Context: an optimization exercise on an open-source flow, tuned for small area and a short achievable clock period. The choices shown serve that exercise and are no tape-out recipe. No run shown here included a check of the RTL's function; only the layout flow was run.

==> flow/design.v, too long to show whole: its modules and the start of the top module <==
// module ntt_fa: 10 lines
// module ntt_ha: 9 lines
// module ntt_block_radix2_pipelined: 2309 lines
module ntt_block_radix2_pipelined (
    input  logic         clk,
    input  logic         reset,
    input  logic         data_valid_in,
    input  logic         iNTT_mode,
    input  logic [127:0] Data_in,
    output logic [127:0] Data_out,
    output logic         data_valid_out,
    output logic         mode_out
);
  // ...
==> flow/flow/run.sh <==
#!/bin/bash
# Standard ORFS layout with the standard synthesis; only placement/CTS options differ.
set -o pipefail
bash standard.sh  "BUFFER_PORTS_ARGS=-buffer_cell sky130_fd_sc_hd__buf_2" "CTS_CLUSTER_SIZE=30" "CTS_CLUSTER_DIAMETER=150" finish > standard.log 2>&1
==> flow/standard.sh <==
#!/bin/bash
# synth_recipe.tcl (not shown) runs the flow's synth.tcl, then flattens the netlist and writes it again
# the make line also repeats each setting of config.mk as NAME=value (left out here)
make -C /OpenROAD-flow-scripts/flow DESIGN_CONFIG=/design/flow/config.mk WORK_HOME=/design/flow/orfs CLKGATE_MAP_FILE= SYNTH_SCRIPT=/design/flow/synth_recipe.tcl "${@:-finish}"
==> flow/config.mk <==
export PLATFORM = sky130hd
export DESIGN_NAME = ntt_block_radix2_pipelined
export DESIGN_NICKNAME = ntt_block_radix2_pipelined
export VERILOG_FILES = /design/flow/design.v
export SDC_FILE = /design/flow/constraint.sdc
export NUM_CORES = 4
export LEC_CHECK = 0
export CAP_MARGIN = 20
export CORE_MARGIN = 2
export CORE_UTILIZATION = 45
export SLEW_MARGIN = 20
export SYNTH_HIERARCHICAL = 1
export SYNTH_MINIMUM_KEEP_SIZE = 0
==> flow/constraint.sdc <==
create_clock -name core_clock -period 65.0 [get_ports {clk}]
set_input_delay 13.0000 -clock core_clock [delete_from_list [all_inputs] [get_ports {clk}]]
set_output_delay 13.0000 -clock core_clock [all_outputs]
set_load 0.01 [all_outputs]
==> results.py, run 1 <==
metrics = {
    "cells_and_area": {
        "post-route-util_pct": 48.3,
        "multi_input_combinational_area_share_pct": 53.2,
        "finalNetCount": 3208,
        "final_cell_area_um2": 31700,
        "count_of_clock_net_buffers_in_the_final_layout": 22,
    },
    "logic_synthesis": {
        "async_flop_share_pct": 0.745,
        "synth.area.mux_share_pct": 0.0337,
        "synth_seq_cells": 537,
        "dominantRegCellSynth": "sky130_fd_sc_hd__dfxtp_1",
    },
    "timing": {
        "fin_skew_ns": 0.0184,
        "finalHoldViolCount": 0,
        "achievable-frequency_ghz": 0.0709,
        "worst_pin_slew_ns": 1.12,
    },
    "min_path": {
        "timing.hold.worst_endpoint": "q536",
        "whs_path_depth": 0,
    },
    "clocking": {
        "cts-buffers-inserted": 21,
        "htree_levels": 1,
        "clkTransAtPathRegs_ns": 0.11,
    },
    "critical_path": {
        "critical_path.slowest_cell": "sky130_fd_sc_hd__dfrtp_1",
        "worst_path_dominant_cell_family": "flip-flops",
        "timing.critical_path.arrival_ns": 1.10,
        "worstPathMaxFanout": 1,
    },
    "route": {
        "remaining_drc_errors": 0,
        "wl_per_cell_um": 22.6,
        "route.vias.total": 15200,
        "detail-route-antenna-nets": 0,
        "drtPass1Iterations": 5,
        "drt-vias-per-instance": 4.82,
    },
    "outcome": {
        "run_status": "timing/DRC/antenna clean",
    },
    "floorplan": {
        "coreArea_um2": 65500,
        "boundaryPins": 262,
    },
    "place": {
        "dp_slack_ns": 51.50,
    },
}
==> run 2, diff against run 1 <==
==> flow/flow/run.sh (replaced) <==
#!/bin/bash
# Standard ORFS layout with the standard synthesis; only placement/CTS options differ.
set -o pipefail
bash standard.sh  "BUFFER_PORTS_ARGS=-buffer_cell sky130_fd_sc_hd__buf_1" "CTS_CLUSTER_SIZE=30" "CTS_CLUSTER_DIAMETER=150" finish > standard.log 2>&1
--- a/flow/config.mk
+++ b/flow/config.mk
@@ -11,3 +11 @@
 export SLEW_MARGIN = 20
-export SYNTH_HIERARCHICAL = 1
-export SYNTH_MINIMUM_KEEP_SIZE = 0
==> results.py, run 2 <==
metrics = {
    "outcome": {
        "run_status": "timing/DRC/antenna clean",
    },
    "clocking": {
        "clkTransAtPathRegs_ns": 0.11,
        "clkSinkCount": 537,
        "cts_resized": 0,
        "clock_latency_ns": 0.62,
        "cts_tree": "done",
        "clockRootBuffer": "sky130_fd_sc_hd__clkbuf_16",
        "cts-buffers-inserted": 22,
        "cts_stage_hold_buffer_count": 0,
        "postCtsSetupBuffers": 0,
        "cts_buffer_depth": 3,
        "htree_levels": 1,
    },
    "place": {
        "dp_hpwl_um": 63100,
        "io_buffer_count": 261,
        "routabilityCongestion": 0.915,
        "post_dp_cell_area_um2": 33100,
    },
    "route": {
        "remaining_drc_errors": 0,
        "wl_per_cell_um": 19.3,
        "drt-vias-per-instance": 4.48,
        "drtPass1Iterations": 5,
        "route.vias.total": 16900,
        "drtIter0Drc": 867,
        "wl_um": 72700,
        "detail-route-antenna-nets": 0,
    },
    "min_path": {
        "worstHoldStart": "q164",
        "hold_path.class": "reg -> reg",
    },
    "timing": {
        "finalHoldViolCount": 0,
        "achievable-frequency_ghz": 0.0709,
        "period_needed_ns": 14.10,
        "whs_ns": 0.338,
        "unrepaired_setup_endpoints_after_global_routing": "false",
        "layout_worst_path_cycle_share_pct": 21.7,
        "setup-tns-final_ns": 0,
        "worst_pin_slew_ns": 1.08,
        "timing.max_slew.rel_slack_pct": 27.5,
        "timing_max_transition_violations_final": 0,
        "fin_skew_ns": 0.0235,
        "setup_viol": 0,
    },
    "critical_path": {
        "start_kind": "flip-flop",
        "crit_start": "q411",
        "reg2reg_from": "q198",
        "worstPathMaxFanout": 1,
        "slowest_delay_ns": 0.34,
        "number_of_buffers_and_inverters_on_the_critical_path": 1,
        "worst_path_dominant_cell_family": "flip-flops",
        "critical_path.slowest_cell": "sky130_fd_sc_hd__dfxtp_1",
        "crit_path_cell_trace": "buf_1",
        "worst-endpoint-required_ns": 52.00,
        "worst-setup-path-type": "reg -> out",
        "timing.critical_path.arrival_ns": 1.10,
        "worstSetupEndpointType": "primary output",
    },
    "global_route": {
        "grt_use_total_pct": 20.9,
        "grt_antenna_before_repair": 2,
        "gr-total-overflow": 0,
        "first_global_vias": 19700,
        "grt_pass1_wl_um": 114000,
        "grt_start_max_net_pins": 35,
    },
    "logic_synthesis": {
        "synthDistinctLibCells": 55,
        "dominantRegCellSynth": "sky130_fd_sc_hd__dfxtp_1",
        "syn_area_um2": 31900,
        "postSynthAreaPerCell_um2": 12.0,
        "synth.most_common_cell": "sky130_fd_sc_hd__inv_1",
        "synth-edff-count": 0,
        "synth.top_cell.area_share_pct": 39.5,
        "synthesis.nets": 3605,
        "async_flop_share_pct": 0.745,
        "synth_area_leader_cell": "sky130_fd_sc_hd__fa_1",
        "synth_seq_cells": 537,
        "synth.yosys.seq_area_share_pct": 33.8,
        "post_synthesis_instance_total": 2665,
        "synth_top_cells_by_count": "sky130_fd_sc_hd__inv_1 (840), sky130_fd_sc_hd__fa_1 (629), sky130_fd_sc_hd__dfxtp_1 (533)",
        "post_synth_main_area_contributors": "sky130_fd_sc_hd__fa_1 (40%), sky130_fd_sc_hd__dfxtp_1 (33%), sky130_fd_sc_hd__inv_1 (9.9%)",
        "yosysWarnings": 1,
    },
    "floorplan": {
        "boundaryPins": 262,
        "start_util_pct": 45.5,
        "design.die.area_um2": 72900,
        "rows": 97,
        "coreArea_um2": 70000,
        "dieHeight_um": 270,
        "die-width_um": 270,
    },
    "cells_and_area": {
        "final_cell_area_um2": 33700,
        "layout_cell_share_with_drive_strength_beyond_1_pct": 1.91,
        "mostFrequentLayoutCells": "sky130_fd_sc_hd__inv_1 (840), sky130_fd_sc_hd__fa_1 (629), sky130_fd_sc_hd__dfxtp_1 (532)",
        "finalNetCount": 3764,
        "register_with_the_most_flip_flops": "valid_pipe",
        "mostFrequentLayoutCell": "sky130_fd_sc_hd__inv_1",
        "flow.area_growth_from_synthesis_pct": 5.89,
        "largest_register_ff_count": 4,
        "post-route-util_pct": 48.2,
    },
    "run": {
        "maxCapViolCount": 0,
    },
}
[run 2: changes by cell type in the layout (fill, tap and decap cells not counted), sizes merged, moves of 9 or more]
cell,delta
fa,+16
nand2,-32
nor2b,-14
inv,+569
and2b,-10
xnor2,+9
nor2,+21
o21ai,-25
[run 2: final timing paths]
kind,to,slack [ns],cells past startpoint
max in group asynchronous,valid_pipe[2],52.64,2
min in group asynchronous,valid_pipe[0],12.22,2
worst max-delay path,Data_out[4],50.90,1
worst min-delay path,q535,0.34,0
worst min register to register,q535,0.34,0
worst max register to register,q367,51.45,35
[run 2: worst reg2reg max path: cells and delay by family (launching register included)]
kind                     cells  cell delay (ns)
flip-flops                   1             0.36
buffers and inverters        2             0.19
adder cells (fa/ha/maj)     33            12.89
[run 2: area by class of cell]
cell class | instances | area [um2]
clock inverter | 4 | 66.3
fill | 6479 | 36300
clock buffer | 23 | 554
antenna | 1 | 2.50
sequential | 537 | 10800
inverter | 841 | 3160
multi-input combinational | 1146 | 16900
tap | 940 | 1180
timing repair buffer | 276 | 1090
[run 2: logic make-up (layout without fill, tap and decap cells)]
kind of cell               after synthesis  in the layout  synth area share, %
xor gates and xnor gates                61             61                 1.70
and+or+nand+nor                        174            174                 2.64
DFF                                    537            537                 33.8
muxes                                    1              1               0.0353
AOI/OAI and AO/OA                      102            102                 2.12
other                                    0              1                    0
adders and majority gates              808            808                 46.6
buffers and inverters                  982           1144                 13.1
[run 2: routing by layer]
metal / routed length, um / track usage, % / up-vias
met5: 0 / 0 / -
met4: 1600 / 4.88 / 0
met3: 3580 / 2.83 / 73
met2: 36800 / 36.9 / 382
met1: 30700 / 27.4 / 8667
li1: - / - / 7741
[run 2: per-stage QoR]
step	instances	worst slack (ns)
after floorplan	2665	51.60
after global placement	3740	51.53
after detailed placement	3740	51.35
after CTS	3767	50.85
after global routing	3768	50.81
final	3768	50.90
==> run 3, diff against run 2 <==
==> flow/flow/run.sh (replaced) <==
#!/bin/bash
# Standard ORFS layout with the standard synthesis; only port-buffer cells and CTS clustering differ.
set -o pipefail
bash standard.sh "PRE_GLOBAL_PLACE_TCL=$PWD/flow/pre_gpl.tcl" "BUFFER_PORTS_ARGS=-inputs -buffer_cell sky130_fd_sc_hd__buf_1" "CTS_CLUSTER_SIZE=30" "CTS_CLUSTER_DIAMETER=150" finish > standard.log 2>&1
==> flow/flow/pre_gpl.tcl (new file) <==
# Buffer the outputs with buf_2 before the standard flow buffers the (remaining) input ports.
buffer_ports -outputs -buffer_cell sky130_fd_sc_hd__buf_2
--- a/flow/config.mk
+++ b/flow/config.mk
@@ -11 +11,3 @@
 export SLEW_MARGIN = 20
+export SYNTH_HIERARCHICAL = 1
+export SYNTH_MINIMUM_KEEP_SIZE = 0
==> results.py, run 3 <==
metrics = {
    "logic_synthesis": {
        "post_synth_main_area_contributors": "sky130_fd_sc_hd__fa_1 (41%), sky130_fd_sc_hd__dfxtp_1 (36%), sky130_fd_sc_hd__ha_1 (7.4%)",
        "dominantRegCellSynth": "sky130_fd_sc_hd__dfxtp_1",
        "synthesis.nets": 3057,
        "async_flop_share_pct": 0.745,
        "synth_area_leader_cell": "sky130_fd_sc_hd__fa_1",
        "post_synthesis_instance_total": 2136,
        "synth-edff-count": 0,
        "synth.most_common_cell": "sky130_fd_sc_hd__fa_1",
        "syn_area_um2": 29700,
        "synth.yosys.seq_area_share_pct": 36.3,
        "synthDistinctLibCells": 62,
        "synth.top_cell.area_share_pct": 41.3,
        "postSynthAreaPerCell_um2": 13.9,
        "synth_top_cells_by_count": "sky130_fd_sc_hd__fa_1 (613), sky130_fd_sc_hd__dfxtp_1 (533), sky130_fd_sc_hd__inv_1 (274)",
        "yosysWarnings": 7,
        "synth_seq_cells": 537,
    },
    "floorplan": {
        "coreArea_um2": 65500,
        "boundaryPins": 262,
        "design.die.area_um2": 68000,
        "rows": 94,
        "dieHeight_um": 261,
        "start_util_pct": 45.3,
        "die-width_um": 261,
    },
    "place": {
        "routabilityCongestion": 0.924,
        "dpl.cell_count": 3000,
        "io_buffer_count": 261,
        "post_dp_cell_area_um2": 30300,
        "dp_hpwl_um": 60100,
    },
    "critical_path": {
        "worst-endpoint-required_ns": 52.00,
        "start_kind": "flip-flop",
        "worstSetupEndpointType": "primary output",
        "worstPathMaxFanout": 1,
        "worst-setup-path-type": "reg -> out",
        "timing.critical_path.arrival_ns": 1.02,
    },
    "cells_and_area": {
        "antenna_cells_inserted": 0,
        "final_cell_area_um2": 30900,
        "flow.area_growth_from_synthesis_pct": 4.20,
        "mostFrequentLayoutCells": "sky130_fd_sc_hd__fa_1 (613), sky130_fd_sc_hd__dfxtp_1 (532), sky130_fd_sc_hd__inv_1 (274)",
        "finalNetCount": 3081,
        "largest_register_ff_count": 4,
        "layout_cell_share_with_drive_strength_beyond_1_pct": 2.40,
        "post_layout_nonfiller_instances": 3027,
        "mostFrequentLayoutCell": "sky130_fd_sc_hd__fa_1",
        "register_with_the_most_flip_flops": "valid_pipe",
    },
    "clocking": {
        "cts_buffer_depth": 3,
        "clockRootBuffer": "sky130_fd_sc_hd__clkbuf_16",
        "cts-buffers-inserted": 22,
        "cts_tree": "done",
        "clock_latency_ns": 0.62,
        "cts_resized": 0,
        "clkSinkCount": 537,
        "cts_stage_hold_buffer_count": 0,
        "postCtsSetupBuffers": 0,
        "htree_levels": 1,
        "clkTransAtPathRegs_ns": 0.11,
    },
    "route": {
        "route.vias.total": 14700,
        "drtIter0Drc": 721,
        "drtPass1Iterations": 5,
        "detail-route-antenna-nets": 0,
        "wl_um": 70000,
        "drt-vias-per-instance": 4.85,
        "wl_per_cell_um": 23.1,
        "remaining_drc_errors": 0,
    },
    "timing": {
        "setup_viol": 0,
        "worst_pin_slew_ns": 1.05,
        "setup-tns-final_ns": 0,
        "whs_ns": 0.335,
        "timing.max_slew.rel_slack_pct": 29.2,
        "finalHoldViolCount": 0,
        "fin_skew_ns": 0.0274,
        "layout_worst_path_cycle_share_pct": 21.6,
        "timing_max_transition_violations_final": 0,
        "unrepaired_setup_endpoints_after_global_routing": "false",
        "achievable-frequency_ghz": 0.0713,
        "period_needed_ns": 14.02,
    },
    "global_route": {
        "grt_use_total_pct": 21.2,
        "grt_pass1_wl_um": 104000,
        "gr-total-overflow": 0,
        "first_global_vias": 16800,
        "grt_antenna_before_repair": 2,
        "grt_start_max_net_pins": 35,
    },
    "min_path": {
        "hold_path.class": "reg -> reg",
    },
    "outcome": {
        "run_status": "timing/DRC/antenna clean",
    },
    "run": {
        "maxCapViolCount": 0,
    },
}
-- run 3: cell count changes after synthesis, sizes merged, moves of 6 or more --
| cell | change |
|---|---|
| nor2 | -21 |
| xor2 | +6 |
| a21o | +8 |
| fa | -16 |
| nor2b | +14 |
| and2b | +10 |
| o21ai | +25 |
| a211oi | -8 |
| xnor2 | -9 |
| nor3 | +6 |
| a21oi | -8 |
| inv | -567 |
| nand2 | +32 |
-- run 3: path summary, 6_finish.rpt --
check	from	to	slack, ns	cells past startpoint
setup / recovery	valid_pipe[3]	data_valid_out	50.98	0
max in group asynchronous	reset	valid_pipe[1]	52.62	2
hold / removal	q164	q535	0.34	0
hold reg to reg	q164	q535	0.34	0
min in group asynchronous	reset	valid_pipe[3]	12.23	2
setup reg to reg	q366	q501	51.42	33
-- run 3: layer usage --
layer | part of all wire, % | GRT usage [%]
met1 | 43 | 28.8
met2 | 51 | 36.4
met3 | 3.7 | 2.14
met4 | 2.6 | 5.87
met5 | 0 | 0
-- run 3: final cells by class --
class	instances	area, um2
Multi-Input combinational cell	1182	16900
Fill cell	5798	34600
Tap cell	864	1080
Timing Repair Buffer	143	582
Inverter	274	1030
Sequential cell	537	10800
Clock inverter	4	57.6
Clock buffer	23	554
-- run 3: stage by stage --
| step | setup slack (ns) | util [%] |
|---|---|---|
| 6_report | 50.98 | 47.2 |
| 5_1_grt | 50.94 | 47.2 |
| 3_5_place_dp | 51.45 | 46.3 |
| 3_3_place_gp | 51.62 | 46.3 |
| 4_1_cts | 50.94 | 47.2 |
| 2_1_floorplan | 51.60 | - |
-- run 3: Yosys stat by module, one instance, submodules excluded --
module	flip-flops and latches	copies in the design
ntt_block_radix2_pipelined	537	1
ntt_fa	0	608
-- run 3: cells by family (layout without fill, tap and decap cells) --
| family | count (synthesis) | count (layout) | synth area share, % |
|---|---|---|---|
| mux | 1 | 1 | 0.0337 |
| simple gates | 211 | 211 | 3.47 |
| compound gates | 122 | 122 | 2.77 |
| fa+ha+maj | 790 | 790 | 48.8 |
| buf+inv | 417 | 444 | 6.94 |
| xor+xnor | 58 | 58 | 1.71 |
| flops | 537 | 537 | 36.3 |
==> run 4, diff against run 3 <==
==> flow/flow/run.sh (replaced) <==
#!/bin/bash
# Standard ORFS layout with the standard synthesis; only port-buffer cells and CTS clustering differ.
set -o pipefail
bash standard.sh "POST_GLOBAL_PLACE_TCL=$PWD/flow/post_gpl.tcl" "BUFFER_PORTS_ARGS=-buffer_cell sky130_fd_sc_hd__buf_1" "CTS_CLUSTER_SIZE=30" "CTS_CLUSTER_DIAMETER=150" finish > standard.log 2>&1
==> flow/flow/post_gpl.tcl (new file) <==
# The standard port buffering used buf_1 on every port; give the output ports a buf_2 instead.
foreach port [get_ports -quiet *] {
  if {[get_property $port direction] ne "output"} { continue }
  set net [get_nets -quiet -of_objects $port]
  if {$net eq ""} { continue }
  foreach pin [get_pins -quiet -of_objects $net -filter "direction==output"] {
    set inst [get_cells -of_objects $pin]
    if {[get_property $inst ref_name] eq "sky130_fd_sc_hd__buf_1"} {
      replace_cell $inst sky130_fd_sc_hd__buf_2
    }
  }
}
--- a/flow/config.mk
+++ b/flow/config.mk
@@ -11,3 +11 @@
 export SLEW_MARGIN = 20
-export SYNTH_HIERARCHICAL = 1
-export SYNTH_MINIMUM_KEEP_SIZE = 0
removed: flow/flow/pre_gpl.tcl
==> results.py, run 4 <==
metrics = {
    "floorplan": {
        "die-width_um": 270,
        "dieHeight_um": 270,
        "boundaryPins": 262,
        "rows": 97,
        "start_util_pct": 45.5,
    },
    "outcome": {
        "run_status": "aborted with a tool error",
        "error_line": "[ERROR STA-0100] unsupported object type Port.",
        "exit_stage": "global placement (3_3_place_gp)",
    },
    "logic_synthesis": {
        "post_synthesis_instance_total": 2665,
        "synth.yosys.seq_area_share_pct": 33.8,
        "synth_top_cells_by_count": "sky130_fd_sc_hd__inv_1 (840), sky130_fd_sc_hd__fa_1 (629), sky130_fd_sc_hd__dfxtp_1 (533)",
        "post_synth_main_area_contributors": "sky130_fd_sc_hd__fa_1 (40%), sky130_fd_sc_hd__dfxtp_1 (33%), sky130_fd_sc_hd__inv_1 (9.9%)",
        "synth-edff-count": 0,
        "postSynthAreaPerCell_um2": 12.0,
        "async_flop_share_pct": 0.745,
        "syn_area_um2": 31900,
        "yosysWarnings": 1,
        "dominantRegCellSynth": "sky130_fd_sc_hd__dfxtp_1",
        "synthesis.nets": 3605,
        "synth_area_leader_cell": "sky130_fd_sc_hd__fa_1",
        "synth.top_cell.area_share_pct": 39.5,
        "synth_seq_cells": 537,
        "synth.most_common_cell": "sky130_fd_sc_hd__inv_1",
        "synthDistinctLibCells": 55,
    },
    "place": {
        "io_buffer_count": 261,
    },
}
## run 4: cell count changes after synthesis, moves of 5 or more
cell,previous run,this run
sky130_fd_sc_hd__xor2_1,43,37
sky130_fd_sc_hd__nand4_1,12,17
sky130_fd_sc_hd__fa_1,613,629
sky130_fd_sc_hd__a21oi_1,23,32
sky130_fd_sc_hd__inv_1,274,840
sky130_fd_sc_hd__nor3_1,12,5
sky130_fd_sc_hd__nand2_1,48,16
sky130_fd_sc_hd__a211oi_1,2,8
sky130_fd_sc_hd__nor2b_1,17,3
sky130_fd_sc_hd__xnor2_1,15,23
sky130_fd_sc_hd__and2b_1,10,0
sky130_fd_sc_hd__nor2_1,69,89
sky130_fd_sc_hd__a21o_1,17,12
sky130_fd_sc_hd__o21ai_0,39,12
## run 4: cells by family after synthesis
logic type / Yosys count / share of synthesized area [%]
AND/OR/NAND/NOR: 174 / 2.64
multiplexers: 1 / 0.0353
flip-flops: 537 / 33.8
AO/OA/AOI/OAI: 102 / 2.12
adder cells (fa/ha/maj): 808 / 46.6
buffers and inverters: 982 / 13.1
XOR/XNOR: 61 / 1.70

==> static timing again, ports no longer ideal <==
In the flow no input, the clock included, has a driving cell. The finished layouts below were timed again as built, in two steps. Step 1, drivers: a clkbuf_16 drives clk and a buf_2 each remaining input, both assumed. Step 2 adds t to the input delays and takes it off the output delays; t is the mean of the earliest and latest rising clock arrival at the registers after step 1. Input paths then give back, and output paths get back, about the clock's delay inside the block. Three values: ideal ports, drivers, drivers and shift; two values: the first two.
run	shift t [ns]	setup WS [ns]	worst setup path at the end
run 1	0.647	50.899 / 50.835 / 51.414	register to register
run 2	0.664	50.897 / 50.838 / 51.453	register to register
run 3	0.668	50.982 / 50.916 / 51.419	register to register
After both steps every run listed still meets setup and hold.
